Background: an optimization exercise with open tools, aiming at small area, a short achievable clock period and few clock cycles per item. Do not read the settings as production practice. The RTL was checked by simulation tests, not by an equivalence proof against the original design. Power is estimated from default activity; no workload was simulated.

== MS ==
==> flow/design.v <==
module SME(clk,reset,chardata,isstring,ispattern,valid,match,match_index);
input clk;
input reset;
input [7:0] chardata;
input isstring;
input ispattern;
output match;
output [4:0] match_index;
output valid;
localparam space = 8'h20;
localparam first = 8'h5E;
localparam last  = 8'h24;
localparam dot   = 8'h2E;
localparam star  = 8'h2A;
reg         isstr_r, isstr_rr;
reg         ispat_r, ispat_rr;
reg  [7:0]  chr_r;               
reg         tStar_r, tDot_r, tLast_r, tFirst_r;
reg  [7:0]  str_r [31:0];
reg  [5:0]  strCnt_r;
reg  [33:0] act_r;
reg         hasStar_r;
reg         frozen_r;
reg  [4:0]  off_r;               
reg  [4:0]  pos_r;
reg         any_r;
reg         fin_r;
reg         valid_r, match_r;
reg  [4:0]  matchIdx_r;
assign valid = valid_r;
assign match = match_r;
assign match_index = matchIdx_r;
integer q;
wire inFirst = (chardata == first);
wire inLast  = (chardata == last);
always @(posedge clk) begin
    if (reset) begin
        isstr_r  <= 1'b0;
        isstr_rr <= 1'b0;
        ispat_r  <= 1'b0;
        ispat_rr <= 1'b0;
    end
    else begin
        isstr_r  <= isstring;
        isstr_rr <= isstr_r;
        ispat_r  <= ispattern;
        ispat_rr <= ispat_r;
    end
    chr_r    <= (inFirst || inLast) ? space : chardata;
    tStar_r  <= (chardata == star);
    tDot_r   <= (chardata == dot);
    tLast_r  <= inLast;
    tFirst_r <= inFirst;
end
always @(posedge clk) begin
    if (isstr_r) begin
        for (q = 0; q < 31; q = q + 1)
            str_r[q] <= str_r[q+1];
        str_r[31] <= chr_r;
    end
end
always @(posedge clk) begin
    if (reset)
        strCnt_r <= 6'd0;
    else if (isstring)
        strCnt_r <= isstr_r ? strCnt_r + 6'd1 : 6'd1;
end
reg  [31:0] eq;
reg  [33:0] startSet;
reg  [33:0] first1;              
reg  [33:0] src;
reg  [33:0] nxt;
reg  [33:0] pre;
reg  [32:0] adv;                 
wire        patFirst = ispat_r && !ispat_rr;
always @(*) begin
    for (q = 0; q < 32; q = q + 1) begin
        eq[q]       = (str_r[q] == chr_r);
        startSet[q] = ({1'b0, strCnt_r} + q >= 7'd32);
    end
    startSet[33:32] = 2'b00;
    first1[0] = startSet[0];
    for (q = 1; q < 34; q = q + 1)
        first1[q] = startSet[q] & !startSet[q-1];
    src = act_r;
    pre = src;
    for (q = 32; q >= 1; q = q - 1) pre[q] = pre[q] | pre[q-1];
    for (q = 32; q >= 2; q = q - 1) pre[q] = pre[q] | pre[q-2];
    for (q = 32; q >= 4; q = q - 1) pre[q] = pre[q] | pre[q-4];
    for (q = 32; q >= 8; q = q - 1) pre[q] = pre[q] | pre[q-8];
    for (q = 32; q >= 16; q = q - 1) pre[q] = pre[q] | pre[q-16];
    for (q = 32; q >= 32; q = q - 1) pre[q] = pre[q] | pre[q-32];
    pre[33] = 1'b0;
    for (q = 0; q < 32; q = q + 1)
        adv[q] = tDot_r | eq[q];
    adv[32] = tLast_r;
    nxt[0] = tFirst_r & first1[0];
    for (q = 1; q < 34; q = q + 1)
        nxt[q] = (src[q-1] & adv[q-1]) | (tFirst_r & first1[q]);
    if (tStar_r)
        nxt = pre;
end
wire       curStar = hasStar_r && !patFirst;
wire       consume = !(tStar_r || tFirst_r);
wire [4:0] strDec  = strCnt_r[4:0] - 5'd1;
wire [4:0] offDec  = off_r - 5'd1;
wire [4:0] offNxt  = patFirst ? (consume ? strDec : strCnt_r[4:0]) :
                     (consume && !hasStar_r) ? offDec : off_r;
always @(posedge clk) begin
    act_r <= ispat_r ? nxt : startSet;
    if (ispat_r)
        off_r <= offNxt;
end
always @(posedge clk) begin
    if (reset) begin
        hasStar_r <= 1'b0;
        frozen_r  <= 1'b0;
    end
    else begin
        hasStar_r <= ispat_r && (curStar || tStar_r);
        frozen_r  <= hasStar_r;
    end
end
function [2:0] pe8;
    input [7:0] v;
    begin
        pe8[2] = ~|v[3:0];
        pe8[1] = pe8[2] ? ~|v[5:4] : ~|v[1:0];
        pe8[0] = pe8[2] ? (pe8[1] ? ~v[6] : ~v[4]) : (pe8[1] ? ~v[2] : ~v[0]);
    end
endfunction
wire [3:0] grpAny = {|act_r[31:24], |act_r[23:16], |act_r[15:8], |act_r[7:0]};
wire [2:0] grpLo0 = pe8(act_r[7:0]);
wire [2:0] grpLo1 = pe8(act_r[15:8]);
wire [2:0] grpLo2 = pe8(act_r[23:16]);
wire [2:0] grpLo3 = pe8(act_r[31:24]);
wire [1:0] grpSel;
assign grpSel[1] = !grpAny[0] && !grpAny[1];
assign grpSel[0] = grpSel[1] ? !grpAny[2] : !grpAny[0];
wire [2:0] grpLo  = grpSel[1] ? (grpSel[0] ? grpLo3 : grpLo2) : (grpSel[0] ? grpLo1 : grpLo0);
wire [4:0] lead   = (|grpAny) ? {grpSel, grpLo} : {4'd0, !act_r[32]};
always @(posedge clk) begin
    if (!frozen_r) pos_r <= lead;
    any_r <= |act_r;
end
always @(posedge clk) begin
    if (reset) begin
        fin_r      <= 1'b0;
        valid_r    <= 1'b0;
        match_r    <= 1'b0;
        matchIdx_r <= 5'd0;
    end
    else begin
        fin_r      <= ispat_rr && !ispat_r;
        valid_r    <= fin_r;
        match_r    <= fin_r && any_r;
        matchIdx_r <= (fin_r && any_r) ? pos_r + off_r : 5'd0;
    end
end
endmodule
Settings: LEC_CHECK=0, ABC_CLOCK_PERIOD_IN_PS=2000, CAP_MARGIN=20, CORE_MARGIN=2, CORE_UTILIZATION=60, SETUP_SLACK_MARGIN=2.8, SLEW_MARGIN=20; clock period 5.0 ns.
run.sh (not shown) runs the stock make flow with config.mk's settings and CLKGATE_MAP_FILE= SYNTH_SCRIPT=/design/flow/synth_recipe.tcl, a recipe that flattens the netlist after the stock synthesis.
MS: flow completed, timing, DRC and antenna clean
Testbench counts of MS, summed over its fixed seeds: cycles 25,363, patterns 1,963.
For AL, these inputs were changed with respect to MS:
==> flow/flow/run.sh (new file) <==
#!/bin/bash
# The standard layout, with the port buffers made as plain buf_4 cells
# instead of the delay-type buffer the placer picks by default.
set -euo pipefail
export BUFFER_PORTS_ARGS="-buffer_cell sky130_fd_sc_hd__buf_4"
bash standard.sh > layout.log 2>&1
==> flow/standard.sh (new file) <==
#!/bin/bash
# synth_recipe.tcl (not shown) runs the flow's synth.tcl, then flattens the netlist and writes it again
# the make line also repeats each setting of config.mk as NAME=value (left out here)
make -C /OpenROAD-flow-scripts/flow DESIGN_CONFIG=/design/flow/config.mk WORK_HOME=/design/flow/orfs CLKGATE_MAP_FILE= SYNTH_SCRIPT=/design/flow/synth_recipe.tcl "${@:-finish}"
diff --git a/flow/config.mk b/flow/config.mk
--- a/flow/config.mk
+++ b/flow/config.mk
@@ -8 +7,0 @@
-export ABC_CLOCK_PERIOD_IN_PS = 2000
@@ -12 +11,4 @@
-export SETUP_SLACK_MARGIN = 2.8
+export CTS_BUF_LIST = sky130_fd_sc_hd__clkbuf_16
+export CTS_CLUSTER_DIAMETER = 70
+export CTS_CLUSTER_SIZE = 30
+export SETUP_SLACK_MARGIN = 2.9
removed: flow/run.sh
==> comparison <==
Having completed the whole flow, AL delivered a layout that passed the timing, design-rule and antenna checks.
Via count of the first global-routing pass: AL and MS compared, higher one is AL
AL reports a lower number of clock buffer instances in the layout than MS does.
Comparing AL and MS, the higher combinational-cell power consumption is on AL.
Against MS, AL comes in 8 higher on maximum number of pins on one net before global-route repair.
Setup WNS MS -> AL: better
Re non-clock buffer count: MS was lower than AL.
[AL vs MS] sum of internal, switching and leakage power: lower in AL
Cmp AL vs MS: global-route usage higher in AL

[port drivers added, routing unchanged]
The results above use ideal ports. As a check the final layouts listed here were re-extracted and re-timed, cells and wires unchanged.
Step 1: set_driving_cell puts a clkbuf_16 on clk and a buf_2 on each other input, an assumption about the parent block.
Step 2 also shifts input and output timing later by t, the mid clock arrival at the registers, as if the neighbouring blocks saw the same clock.
Slacks: ideal / step 1 / step 2; pairs: ideal / step 1.
| run | shift t [ns] | slack for setup (ns) | worst hold slack (ns) | clock arrival spread, ns | cell pins on the clock port's net |
|---|---|---|---|---|---|
| MS | 0.564 | 2.789 / 2.789 / 2.502 | 0.415 / 0.415 / 0.415 | 0.021 / 0.020 | 1 |
| AL | 0.572 | 2.831 / 2.831 / 2.740 | 0.468 / 0.468 / 0.468 | 0.041 / 0.041 | 1 |
After both steps setup and hold are still met in every run listed. For MS, which loses most, drivers alone change the setup slack by 0.000 ns; drivers and shift together by -0.287 ns.
